What follows belongs to an exercise in optimizing a design on an open flow for small area and a short achievable clock period; a production flow would make more cautious choices. Where RTL was checked, it was by simulation tests only, not by an equivalence proof against the original. Power is estimated from default activity; no workload was simulated.

==> v14 <==
==> flow/design.v <==
module fc2_column (
    input clk,
    input rst_n,
    input out_valid,
    input logic signed [7:0] weight,
    input  logic signed [10:0] in_data,
    input  logic signed [7:0] bias,
    input logic [8:0] in_count,
    output logic signed [24:0] sum
);
logic signed[17:0] mul_reg, mul;
logic signed[24:0] sum_n;
logic signed [15:0] bias_extended;
logic signed [10:0] in_data_reg;
logic signed [7:0] weight_reg;
logic signed [7:0] bias_reg;
logic signed [23:0] sum_first, sum_first_n;
assign bias_extended = {bias_reg, 8'b0} ;
always_comb begin
    mul = in_data_reg * weight_reg;
    sum_n = sum;
    if(in_count < 257)begin
        if(in_count == 5 && sum_first)begin
            sum_n = sum_first + mul_reg;
        end else begin
            sum_n = sum + mul_reg;
        end
    end else if(in_count == 257)begin
        sum_n = sum + bias_extended; 
    end else if(in_count == 258)begin
        sum_n = sum>>>8;
        if(sum[7])begin
            if(sum[6:0] || sum[8])begin
                sum_n = (sum>>>8) + 1;
            end
        end
    end else if(in_count == 259)begin
        sum_n = sum;
    end else begin
        sum_n = 0;
    end
end
always_comb begin
    sum_first_n = 0;
    if(in_count >= 257)begin
        sum_first_n = sum_first + mul_reg;
    end
end
always_ff @(posedge clk or negedge rst_n)begin
    if(!rst_n)begin
        mul_reg <= 0;
        sum <= 0;
        in_data_reg <= 0;
        weight_reg <= 0;
        bias_reg <= 0;
        sum_first <= 0;
    end else begin
        mul_reg <= mul;
        sum <= sum_n;
        in_data_reg <= in_data;
        weight_reg <= weight;
        bias_reg <= bias;
        sum_first <= sum_first_n;
    end
end
endmodule
module fc2 (
    input clk,
    input rst_n,
    input logic [511:0] weight ,
    input  logic [10:0] in_data,
    input in_valid,
    output logic out_valid,
    output logic [15:0] sum
);
logic signed [15:0] sum_temp [0:63], sum_temp_n[0:63];
logic signed [24:0] sum_wire [0:63];
logic signed [15:0] sum_n;
logic out_valid_n;
logic [8:0] in_count, in_count_n;    
logic [8:0] count[0:63], count_n[0:63];  
logic [7:0] out_count, out_count_n;  
localparam logic [511:0] BIAS_FLAT = {
    8'h24, 8'h0E, 8'h01, 8'h02, 8'h1F, 8'h12, 8'hFE, 8'hEF,
    8'h1A, 8'hE5, 8'h08, 8'h19, 8'h3E, 8'hD0, 8'h25, 8'h07,
    8'h12, 8'hF0, 8'hBC, 8'hF6, 8'hFF, 8'h06, 8'hF7, 8'hFD,
    8'h0E, 8'h01, 8'hD4, 8'hE7, 8'hF4, 8'hE0, 8'hD1, 8'h3E,
    8'h09, 8'h20, 8'hC6, 8'hFA, 8'hFD, 8'h17, 8'hF4, 8'hF0,
    8'h12, 8'h17, 8'hF3, 8'h12, 8'h01, 8'h12, 8'h01, 8'h19,
    8'h23, 8'hB9, 8'hFB, 8'h12, 8'hD8, 8'hB2, 8'h19, 8'hE9,
    8'hE9, 8'h16, 8'h11, 8'hC5, 8'h1C, 8'h01, 8'h26, 8'hD8
};
typedef enum logic [1:0] {
    IDLE,
    INPUT,
    OUTPUT
} state_t;
state_t state, state_n;
genvar i;
generate
    for (i = 0; i < 64; i = i + 1) begin          
        fc2_column fc (
            .clk(clk),
            .rst_n (rst_n),
            .weight (weight[(8*i)+7:8*i]),
            .in_data (in_data),
            .out_valid (out_valid),
            .bias(BIAS_FLAT[(63-i)*8 +: 8]),
            .in_count(count[i]),
            .sum (sum_wire[i])
        );    
    end
endgenerate
always_comb begin
    if(in_count==260 )begin
        for (int k=0;k<=63;k=k+1) begin
            sum_temp_n[k]=sum_wire[k];
        end
    end else begin
        for (int k=0;k<63;k=k+1) begin
            sum_temp_n[k]=sum_temp[k+1];
        end
        sum_temp_n[63] = 25'b0;
    end
end
always_comb begin
    case (state)
        IDLE:  state_n = (in_valid)?        INPUT : state;
        INPUT: state_n = (in_count == 260)?  OUTPUT : state;
        OUTPUT: state_n = (out_count == 64)? INPUT : state;
        default: state_n = IDLE;
    endcase
end
always_comb begin
    in_count_n = in_count;
    for (int j=0;j<64;j=j+1) begin
        count_n[j]=count[j];
    end
    out_count_n = out_count;
    out_valid_n = out_valid; 
    sum_n = 0;
    case (state)
        IDLE: begin
            in_count_n = 0;
            out_count_n = 0;
            out_valid_n = 0;
            sum_n = 0;
            for (int j=0;j<64;j=j+1) begin
                count_n[j]=0;
            end
        end
        INPUT: begin
            if (in_count == 260) begin
                out_valid_n = 0;
                in_count_n = 5;
                for (int j=0;j<64;j=j+1) begin
                    count_n[j]=5;
                end
            end else begin
                in_count_n = in_count + 1;
                for (int j=0;j<64;j=j+1) begin
                    count_n[j]=count[j]+1;
                end
            end
        end
        OUTPUT: begin
            in_count_n = in_count + 1;
            out_valid_n = 1'b1;
            out_count_n = out_count + 1;
            sum_n = sum_temp[0];
            for (int j=0;j<64;j=j+1) begin
                count_n[j]=count[j] + 1;
            end
            if (out_count == 64) begin
                out_count_n = 0;
                out_valid_n = 0;
            end 
        end
    endcase
end
always_ff @(posedge clk or negedge rst_n) begin
    if (!rst_n) begin
        state <= IDLE;
        in_count <= 0;
        for (int j=0;j<64;j=j+1) begin
            count[j]<=0;
        end
        out_count <= 0;
        out_valid <= 1'b0; 
        sum<=0;
        for (int j=0;j<64;j=j+1) begin
            sum_temp[j]<=0;
        end
    end else begin
        state <= state_n;
        in_count <= in_count_n;
        for (int j=0;j<64;j=j+1) begin
            count[j]<=count_n[j];
        end
        out_count <= out_count_n;
        out_valid <= out_valid_n;
        sum <= sum_n;
        for (int j=0;j<64;j=j+1) begin
            sum_temp[j] <= sum_temp_n[j];
        end
    end
end
endmodule
==> flow/run.sh <==
#!/bin/bash
# synth_recipe.tcl (not shown) runs the flow's synth.tcl, then flattens the netlist and writes it again
# the make line also repeats each setting of config.mk as NAME=value (left out here)
make -C /OpenROAD-flow-scripts/flow DESIGN_CONFIG=/design/flow/config.mk WORK_HOME=/design/flow/orfs CLKGATE_MAP_FILE= SYNTH_SCRIPT=/design/flow/synth_recipe.tcl finish
==> flow/config.mk <==
export PLATFORM = sky130hd
export DESIGN_NAME = fc2
export DESIGN_NICKNAME = fc2
export VERILOG_FILES = /design/flow/design.v
export SDC_FILE = /design/flow/constraint.sdc
export NUM_CORES = 8
export LEC_CHECK = 0
export CAP_MARGIN = 20
export CORE_MARGIN = 2
export CORE_UTILIZATION = 45
export SLEW_MARGIN = 20
==> flow/constraint.sdc <==
create_clock -name core_clock -period 8.0 [get_ports {clk}]
set_input_delay 1.6000 -clock core_clock [delete_from_list [all_inputs] [get_ports {clk}]]
set_output_delay 1.6000 -clock core_clock [all_outputs]
set_load 0.01 [all_outputs]
==> inputs of v7, as changes to v14 <==
==> flow/design.v, changed modules only <==
module fc2_column #(
    parameter logic [7:0] BIAS = 8'h00
) (
    input  logic              clk,
    input  logic [7:0]        weight,
    input  logic signed [10:0] x,
    input  logic              first,
    output logic [15:0]       res
);
    localparam logic [23:0] INIT = {{8{BIAS[7]}}, BIAS, 8'h80};
    logic signed [7:0] w_r;
    logic [17:0] p_r;
    logic [23:0] acc;
    logic signed [18:0] prod;
    assign prod = x * w_r;
    always_ff @(posedge clk) begin
        w_r <= weight;
        p_r <= {~prod[17], prod[16:0]};
        acc <= (first ? INIT : acc) + {6'd0, p_r};
    end
    assign res = {acc[23:9], acc[8] & (|acc[7:0])};
endmodule
module fc2 (
    input clk,
    input rst_n,
    input logic [511:0] weight ,
    input  logic [10:0] in_data,
    input in_valid,
    output logic out_valid,
    output logic [15:0] sum
);
localparam logic [511:0] BIAS_FLAT = {
    8'h24, 8'h0E, 8'h01, 8'h02, 8'h1F, 8'h12, 8'hFE, 8'hEF,
    8'h1A, 8'hE5, 8'h08, 8'h19, 8'h3E, 8'hD0, 8'h25, 8'h07,
    8'h12, 8'hF0, 8'hBC, 8'hF6, 8'hFF, 8'h06, 8'hF7, 8'hFD,
    8'h0E, 8'h01, 8'hD4, 8'hE7, 8'hF4, 8'hE0, 8'hD1, 8'h3E,
    8'h09, 8'h20, 8'hC6, 8'hFA, 8'hFD, 8'h17, 8'hF4, 8'hF0,
    8'h12, 8'h17, 8'hF3, 8'h12, 8'h01, 8'h12, 8'h01, 8'h19,
    8'h23, 8'hB9, 8'hFB, 8'h12, 8'hD8, 8'hB2, 8'h19, 8'hE9,
    8'hE9, 8'h16, 8'h11, 8'hC5, 8'h1C, 8'h01, 8'h26, 8'hD8
};
logic       run, primed;
logic [7:0] ph;
logic       load;
always_ff @(posedge clk or negedge rst_n) begin
    if (!rst_n) begin
        run <= 1'b0;
        ph <= 8'd0;
        primed <= 1'b0;
        out_valid <= 1'b0;
    end else begin
        if (in_valid) run <= 1'b1;
        if (run) ph <= ph + 8'd1;
        if (run && ph == 8'd255) primed <= 1'b1;
        out_valid <= primed && (ph >= 8'd5) && (ph <= 8'd68);
    end
end
assign load = (ph == 8'd1);
logic signed [10:0] x_r;
always_ff @(posedge clk) x_r <= in_data;
logic [15:0] res [0:63];
genvar i;
generate
    for (i = 0; i < 64; i = i + 1) begin : col
        fc2_column #(.BIAS(BIAS_FLAT[(63-i)*8 +: 8])) fc (
            .clk(clk),
            .weight(weight[8*i +: 8]),
            .x(x_r),
            .first(load),
            .res(res[i])
        );
    end
endgenerate
logic [15:0] sr [0:67];
always_ff @(posedge clk) begin
    for (int k = 0; k < 4; k = k + 1) sr[k] <= sr[k+1];
    for (int k = 4; k < 67; k = k + 1) sr[k] <= load ? res[k-4] : sr[k+1];
    sr[67] <= load ? res[63] : 16'd0;
end
assign sum = sr[0];
endmodule
==> summary of the runs <==
Between v14 and v7, the lower via count is in v7 (gap 90%, measured against v7).
Between v14 and v7, the lower synthesized area is in v7 (gap 73%, measured against v7).
Of v14 and v7, v14 has the higher total power (gap 49%, measured against v7).
Of v14 and v7, v14 has the higher sequential cell count (gap 2138).
Register-to-register slack: v14 is lower than v7 (500 ps).
In v7 the die area is lower than in v14, by 42%.
Only the layout flow was run in v7; the RTL was not checked for function there.

* * *

==> inputs of lagoon <==
Another version of the RTL of fc2 (not shown whole).
export LEC_CHECK = 0
export CAP_MARGIN = 20
export CORE_MARGIN = 2
export CORE_UTILIZATION = 45
export CTS_CLUSTER_DIAMETER = 100
export CTS_CLUSTER_SIZE = 20
export SETUP_SLACK_MARGIN = 4.6
export SLEW_MARGIN = 20
export SYNTH_HIERARCHICAL = 1
create_clock -name core_clock -period 8.0 [get_ports {clk}]
run.sh (not shown) runs the stock make flow with config.mk's settings and CLKGATE_MAP_FILE= SYNTH_SCRIPT=/design/flow/synth_recipe.tcl, a recipe that flattens the netlist after the stock synthesis.
==> inputs of violet, as changes to lagoon <==
--- a/flow/design.v
+++ b/flow/design.v
@@ -256,69 +256,67 @@
     logic gg401;
     logic ys403;
     logic ys405;
     logic ys407;
     logic g409;
     logic ys410;
     logic p413;
-    logic g414;
-    logic p416;
-    logic g417;
-    logic gg419;
-    logic gg421;
-    logic ys423;
-    logic ys425;
+    logic p414;
+    logic gg415;
+    logic gg417;
+    logic ys419;
+    logic ys421;
     for (genvar k = 0; k < 4; k = k + 1) begin : dig
         assign sel_d[3*k]     = ~weight[2*k+1] &  weight[2*k];
         assign sel_d[3*k + 1] =  weight[2*k+1] & ~weight[2*k];
         assign sel_d[3*k + 2] =  weight[2*k+1] &  weight[2*k];
     end
-    fc2_sel sl2 (.s0(sel[0]), .s1(sel[1]), .s2(sel[2]), .a(m1[0]), .b(m2[0]), .c(m3[0]), .yn(sn1));
+    fc2_sel2 sl2 (.s0(sel[0]), .s2(sel[2]), .a(m1[0]), .c(m3[0]), .yn(sn1));
     fc2_sel sl4 (.s0(sel[0]), .s1(sel[1]), .s2(sel[2]), .a(m1[1]), .b(m2[1]), .c(m3[1]), .yn(sn3));
     fc2_sel sl6 (.s0(sel[0]), .s1(sel[1]), .s2(sel[2]), .a(m1[2]), .b(m2[2]), .c(m3[2]), .yn(sn5));
     fc2_sel sl8 (.s0(sel[0]), .s1(sel[1]), .s2(sel[2]), .a(m1[3]), .b(m2[3]), .c(m3[3]), .yn(sn7));
     fc2_sel sl10 (.s0(sel[0]), .s1(sel[1]), .s2(sel[2]), .a(m1[4]), .b(m2[4]), .c(m3[4]), .yn(sn9));
     fc2_sel sl12 (.s0(sel[0]), .s1(sel[1]), .s2(sel[2]), .a(m1[5]), .b(m2[5]), .c(m3[5]), .yn(sn11));
     fc2_sel sl14 (.s0(sel[0]), .s1(sel[1]), .s2(sel[2]), .a(m1[6]), .b(m2[6]), .c(m3[6]), .yn(sn13));
     fc2_sel sl16 (.s0(sel[0]), .s1(sel[1]), .s2(sel[2]), .a(m1[7]), .b(m2[7]), .c(m3[7]), .yn(sn15));
     fc2_sel sl18 (.s0(sel[0]), .s1(sel[1]), .s2(sel[2]), .a(m1[8]), .b(m2[8]), .c(m3[8]), .yn(sn17));
     fc2_sel sl20 (.s0(sel[0]), .s1(sel[1]), .s2(sel[2]), .a(m1[9]), .b(m2[9]), .c(m3[9]), .yn(sn19));
     fc2_sel sl22 (.s0(sel[0]), .s1(sel[1]), .s2(sel[2]), .a(m1[10]), .b(m2[10]), .c(m3[10]), .yn(sn21));
     fc2_sel sl24 (.s0(sel[0]), .s1(sel[1]), .s2(sel[2]), .a(m1[11]), .b(m2[11]), .c(m3[11]), .yn(sn23));
     fc2_sel sl26 (.s0(sel[0]), .s1(sel[1]), .s2(sel[2]), .a(m1[12]), .b(m2[12]), .c(m3[12]), .yn(sn25));
     assign pp27 = ~sn25;
-    fc2_sel sl29 (.s0(sel[3]), .s1(sel[4]), .s2(sel[5]), .a(m1[0]), .b(m2[0]), .c(m3[0]), .yn(sn28));
+    fc2_sel2 sl29 (.s0(sel[3]), .s2(sel[5]), .a(m1[0]), .c(m3[0]), .yn(sn28));
     fc2_sel sl31 (.s0(sel[3]), .s1(sel[4]), .s2(sel[5]), .a(m1[1]), .b(m2[1]), .c(m3[1]), .yn(sn30));
     fc2_sel sl33 (.s0(sel[3]), .s1(sel[4]), .s2(sel[5]), .a(m1[2]), .b(m2[2]), .c(m3[2]), .yn(sn32));
     fc2_sel sl35 (.s0(sel[3]), .s1(sel[4]), .s2(sel[5]), .a(m1[3]), .b(m2[3]), .c(m3[3]), .yn(sn34));
     fc2_sel sl37 (.s0(sel[3]), .s1(sel[4]), .s2(sel[5]), .a(m1[4]), .b(m2[4]), .c(m3[4]), .yn(sn36));
     fc2_sel sl39 (.s0(sel[3]), .s1(sel[4]), .s2(sel[5]), .a(m1[5]), .b(m2[5]), .c(m3[5]), .yn(sn38));
     fc2_sel sl41 (.s0(sel[3]), .s1(sel[4]), .s2(sel[5]), .a(m1[6]), .b(m2[6]), .c(m3[6]), .yn(sn40));
     fc2_sel sl43 (.s0(sel[3]), .s1(sel[4]), .s2(sel[5]), .a(m1[7]), .b(m2[7]), .c(m3[7]), .yn(sn42));
     fc2_sel sl45 (.s0(sel[3]), .s1(sel[4]), .s2(sel[5]), .a(m1[8]), .b(m2[8]), .c(m3[8]), .yn(sn44));
     fc2_sel sl47 (.s0(sel[3]), .s1(sel[4]), .s2(sel[5]), .a(m1[9]), .b(m2[9]), .c(m3[9]), .yn(sn46));
     fc2_sel sl49 (.s0(sel[3]), .s1(sel[4]), .s2(sel[5]), .a(m1[10]), .b(m2[10]), .c(m3[10]), .yn(sn48));
     fc2_sel sl51 (.s0(sel[3]), .s1(sel[4]), .s2(sel[5]), .a(m1[11]), .b(m2[11]), .c(m3[11]), .yn(sn50));
     fc2_sel sl53 (.s0(sel[3]), .s1(sel[4]), .s2(sel[5]), .a(m1[12]), .b(m2[12]), .c(m3[12]), .yn(sn52));
     assign pp54 = ~sn52;
-    fc2_sel sl56 (.s0(sel[6]), .s1(sel[7]), .s2(sel[8]), .a(m1[0]), .b(m2[0]), .c(m3[0]), .yn(sn55));
+    fc2_sel2 sl56 (.s0(sel[6]), .s2(sel[8]), .a(m1[0]), .c(m3[0]), .yn(sn55));
     fc2_sel sl58 (.s0(sel[6]), .s1(sel[7]), .s2(sel[8]), .a(m1[1]), .b(m2[1]), .c(m3[1]), .yn(sn57));
     fc2_sel sl60 (.s0(sel[6]), .s1(sel[7]), .s2(sel[8]), .a(m1[2]), .b(m2[2]), .c(m3[2]), .yn(sn59));
     fc2_sel sl62 (.s0(sel[6]), .s1(sel[7]), .s2(sel[8]), .a(m1[3]), .b(m2[3]), .c(m3[3]), .yn(sn61));
     fc2_sel sl64 (.s0(sel[6]), .s1(sel[7]), .s2(sel[8]), .a(m1[4]), .b(m2[4]), .c(m3[4]), .yn(sn63));
     fc2_sel sl66 (.s0(sel[6]), .s1(sel[7]), .s2(sel[8]), .a(m1[5]), .b(m2[5]), .c(m3[5]), .yn(sn65));
     fc2_sel sl68 (.s0(sel[6]), .s1(sel[7]), .s2(sel[8]), .a(m1[6]), .b(m2[6]), .c(m3[6]), .yn(sn67));
     fc2_sel sl70 (.s0(sel[6]), .s1(sel[7]), .s2(sel[8]), .a(m1[7]), .b(m2[7]), .c(m3[7]), .yn(sn69));
     fc2_sel sl72 (.s0(sel[6]), .s1(sel[7]), .s2(sel[8]), .a(m1[8]), .b(m2[8]), .c(m3[8]), .yn(sn71));
     fc2_sel sl74 (.s0(sel[6]), .s1(sel[7]), .s2(sel[8]), .a(m1[9]), .b(m2[9]), .c(m3[9]), .yn(sn73));
     fc2_sel sl76 (.s0(sel[6]), .s1(sel[7]), .s2(sel[8]), .a(m1[10]), .b(m2[10]), .c(m3[10]), .yn(sn75));
     fc2_sel sl78 (.s0(sel[6]), .s1(sel[7]), .s2(sel[8]), .a(m1[11]), .b(m2[11]), .c(m3[11]), .yn(sn77));
     fc2_sel sl80 (.s0(sel[6]), .s1(sel[7]), .s2(sel[8]), .a(m1[12]), .b(m2[12]), .c(m3[12]), .yn(sn79));
     assign pp81 = ~sn79;
-    fc2_sel sl83 (.s0(sel[9]), .s1(sel[10]), .s2(sel[11]), .a(m1[0]), .b(n2[0]), .c(n1[0]), .yn(sn82));
+    fc2_sel2 sl83 (.s0(sel[9]), .s2(sel[11]), .a(m1[0]), .c(n1[0]), .yn(sn82));
     fc2_sel sl85 (.s0(sel[9]), .s1(sel[10]), .s2(sel[11]), .a(m1[1]), .b(n2[1]), .c(n1[1]), .yn(sn84));
     fc2_sel sl87 (.s0(sel[9]), .s1(sel[10]), .s2(sel[11]), .a(m1[2]), .b(n2[2]), .c(n1[2]), .yn(sn86));
     fc2_sel sl89 (.s0(sel[9]), .s1(sel[10]), .s2(sel[11]), .a(m1[3]), .b(n2[3]), .c(n1[3]), .yn(sn88));
     fc2_sel sl91 (.s0(sel[9]), .s1(sel[10]), .s2(sel[11]), .a(m1[4]), .b(n2[4]), .c(n1[4]), .yn(sn90));
     fc2_sel sl93 (.s0(sel[9]), .s1(sel[10]), .s2(sel[11]), .a(m1[5]), .b(n2[5]), .c(n1[5]), .yn(sn92));
     fc2_sel sl95 (.s0(sel[9]), .s1(sel[10]), .s2(sel[11]), .a(m1[6]), .b(n2[6]), .c(n1[6]), .yn(sn94));
     fc2_sel sl97 (.s0(sel[9]), .s1(sel[10]), .s2(sel[11]), .a(m1[7]), .b(n2[7]), .c(n1[7]), .yn(sn96));
@@ -455,55 +453,55 @@
     fc2_g u400 (.gh(g389), .ph(p388), .gl(gg394), .g(gg399));
     fc2_g u402 (.gh(gg396), .ph(pq397), .gl(gg394), .g(gg401));
     fc2_xor u404 (.a(p385), .b(g381), .y(ys403));
     fc2_xor u406 (.a(p388), .b(gg394), .y(ys405));
     fc2_xor u408 (.a(p391), .b(gg399), .y(ys407));
     fc2_or u411 (.a(acc_in[21]), .b(cb_in[3]), .y(g409));
     fc2_xnor u412 (.a(acc_in[21]), .b(cb_in[3]), .y(ys410));
-    fc2_ha u415 (.a(acc_in[22]), .b(1'b1), .s(p413), .co(g414));
-    fc2_ha u418 (.a(acc_in[23]), .b(1'b1), .s(p416), .co(g417));
-    fc2_g u420 (.gh(g414), .ph(p413), .gl(g409), .g(gg419));
-    fc2_g u422 (.gh(g417), .ph(p416), .gl(gg419), .g(gg421));
-    fc2_xor u424 (.a(p413), .b(g409), .y(ys423));
-    fc2_xor u426 (.a(p416), .b(gg419), .y(ys425));
-    assign acc_d = {ys425, ys423, ys410, ys407, ys405, ys403, ys382, ys379, ys377, ys375, ys354, ys351, ys349, ys347, ys326, ys323, ys321, ys319, ys317, ys315, ys313, ys311, ys309, ys251};
+    assign p413 = ~acc_in[22];
+    assign p414 = ~acc_in[23];
+    fc2_g u416 (.gh(acc_in[22]), .ph(p413), .gl(g409), .g(gg415));
+    fc2_g u418 (.gh(acc_in[23]), .ph(p414), .gl(gg415), .g(gg417));
+    fc2_xor u420 (.a(p413), .b(g409), .y(ys419));
+    fc2_xor u422 (.a(p414), .b(gg415), .y(ys421));
+    assign acc_d = {ys421, ys419, ys410, ys407, ys405, ys403, ys382, ys379, ys377, ys375, ys354, ys351, ys349, ys347, ys326, ys323, ys321, ys319, ys317, ys315, ys313, ys311, ys309, ys251};
     assign cb_d = {gg401, gg373, gg345, gg307};
     always_ff @(posedge clk) begin
         sel <= sel_d;
         acc <= acc_d;
         cb <= cb_d;
     end
     assign rb = ~acc[8] & ~(&acc[7:0]);
 endmodule
 module fc2_group #(
-    parameter logic [63:0] BIASES = '0    
+    parameter logic [31:0] BIASES = '0    
 ) (
     input  logic        clk,
-    input  logic [63:0] weight,
+    input  logic [31:0] weight,
     input  logic [10:0] in_data,
     input  logic        load_n,
-    output logic [159:0] res
+    output logic [79:0] res
 );
     logic [12:0] xe, x1, x3, xn1;
     logic        xmin, load;
-    logic [23:0] acc [0:7];
-    logic [3:0] cb [0:7];
-    logic [7:0] rb;
+    logic [23:0] acc [0:3];
+    logic [3:0] cb [0:3];
+    logic [3:0] rb;
     assign xe = {{2{in_data[10]}}, in_data};
     always_ff @(posedge clk) begin
         x1 <= xe;
         x3 <= xe + {xe[11:0], 1'b0};
         xn1 <= -xe;
         xmin <= (in_data == 11'h400);
         load <= load_n;
     end
     genvar j;
     generate
-        for (j = 0; j < 8; j = j + 1) begin : col
-            fc2_column #(.BIAS(BIASES[(7-j)*8 +: 8])) fc (
+        for (j = 0; j < 4; j = j + 1) begin : col
+            fc2_column #(.BIAS(BIASES[(3-j)*8 +: 8])) fc (
                 .clk(clk),
                 .weight(weight[8*j +: 8]),
                 .m1(x1),
                 .m2({x1[11:0], 1'b0}),
                 .m3(x3),
                 .n1(xn1),
                 .n2({xn1[11:0], 1'b0}),
@@ -546,14 +544,20 @@
 endmodule
 module fc2_g (
     input  logic gh, ph, gl,
     output logic g
 );
     assign g = gh | (ph & gl);
 endmodule
+module fc2_sel2 (
+    input  logic s0, s2, a, c,
+    output logic yn
+);
+    assign yn = ~((s0 & a) | (s2 & c));
+endmodule
 module fc2_sel (
     input  logic s0, s1, s2, a, b, c,
     output logic yn
 );
     assign yn = ~((s0 & a) | (s1 & b) | (s2 & c));
 endmodule
 module fc2_xnor (
@@ -605,25 +609,25 @@
         if (run && ph == 8'd255) primed <= 1'b1;
         out_valid <= primed && (ph >= 8'd5) && (ph <= 8'd68);
     end
 end
 logic [19:0] res [0:63];
 genvar g;
 generate
-    for (g = 0; g < 8; g = g + 1) begin : grp
-        logic [159:0] gres;
-        fc2_group #(.BIASES(BIAS_FLAT[(7 - g)*64 +: 64])) fg (
+    for (g = 0; g < 16; g = g + 1) begin : grp
+        logic [79:0] gres;
+        fc2_group #(.BIASES(BIAS_FLAT[(15 - g)*32 +: 32])) fg (
             .clk(clk),
-            .weight(weight[64*g +: 64]),
+            .weight(weight[32*g +: 32]),
             .in_data(in_data),
             .load_n(ph_n == 8'd0),
             .res(gres)
         );
-        for (genvar j = 0; j < 8; j = j + 1) begin : ch
-            assign res[8*g + j] = gres[20*j +: 20];
+        for (genvar j = 0; j < 4; j = j + 1) begin : ch
+            assign res[4*g + j] = gres[20*j +: 20];
         end
     end
 endgenerate
 logic [19:0] sr [1:68];
 logic [15:0] sr0;
 logic [14:0] hi, t;
 logic [3:0] cbt;
--- a/flow/config.mk
+++ b/flow/config.mk
@@ -6,10 +6,10 @@
 export NUM_CORES = 8
 export LEC_CHECK = 0
 export CAP_MARGIN = 20
 export CORE_MARGIN = 2
 export CORE_UTILIZATION = 45
 export CTS_CLUSTER_DIAMETER = 100
 export CTS_CLUSTER_SIZE = 20
-export SETUP_SLACK_MARGIN = 4.6
+export SETUP_SLACK_MARGIN = 4.75
 export SLEW_MARGIN = 20
 export SYNTH_HIERARCHICAL = 1
==> notes.md <==
- Against lagoon, the cell count of violet is larger by about 3.4%.
- In lagoon the non-clock buffer count is lower than in violet, by 210.
- Between violet and lagoon, the lower clock-buffer cell count is in lagoon (gap 7).
- Against lagoon, the final area of violet is larger by 4.2%.

afterwards: timing with drivers on the ports:
The results above use ideal ports. As a check the final layouts listed here were re-extracted and re-timed, cells and wires unchanged.
Step 1, drivers: a clkbuf_16 drives clk and a buf_2 each remaining input, both assumed.
Step 2, shift: input delay + t, output delay - t, t = (earliest + latest rising clock arrival at the registers) / 2. This alone moves slack from input paths to output paths.
Three values: ideal ports, drivers, drivers and shift; two values: the first two.
run | t, ns | slack for setup (ns) | worst setup path at the end | worst register clock-pin slew, ns | worst data-port slew with drivers (ns)
v14 | 1.404 | 1.546 / 1.546 / 1.546 | register to register | 0.08 / 0.08 | 0.64
v7 | 1.220 | 2.047 / 2.047 / 2.047 | register to register | 0.07 / 0.07 | 0.24
lagoon | 1.137 | 4.559 / 4.559 / 3.652 | input to register | 0.10 / 0.10 | 0.35
violet | 1.135 | 4.644 / 4.644 / 3.724 | input to register | 0.10 / 0.10 | 0.43
After both steps every run listed still meets setup and hold. For violet, which loses most, drivers alone change the setup slack by 0.000 ns; drivers and shift together by -0.920 ns.
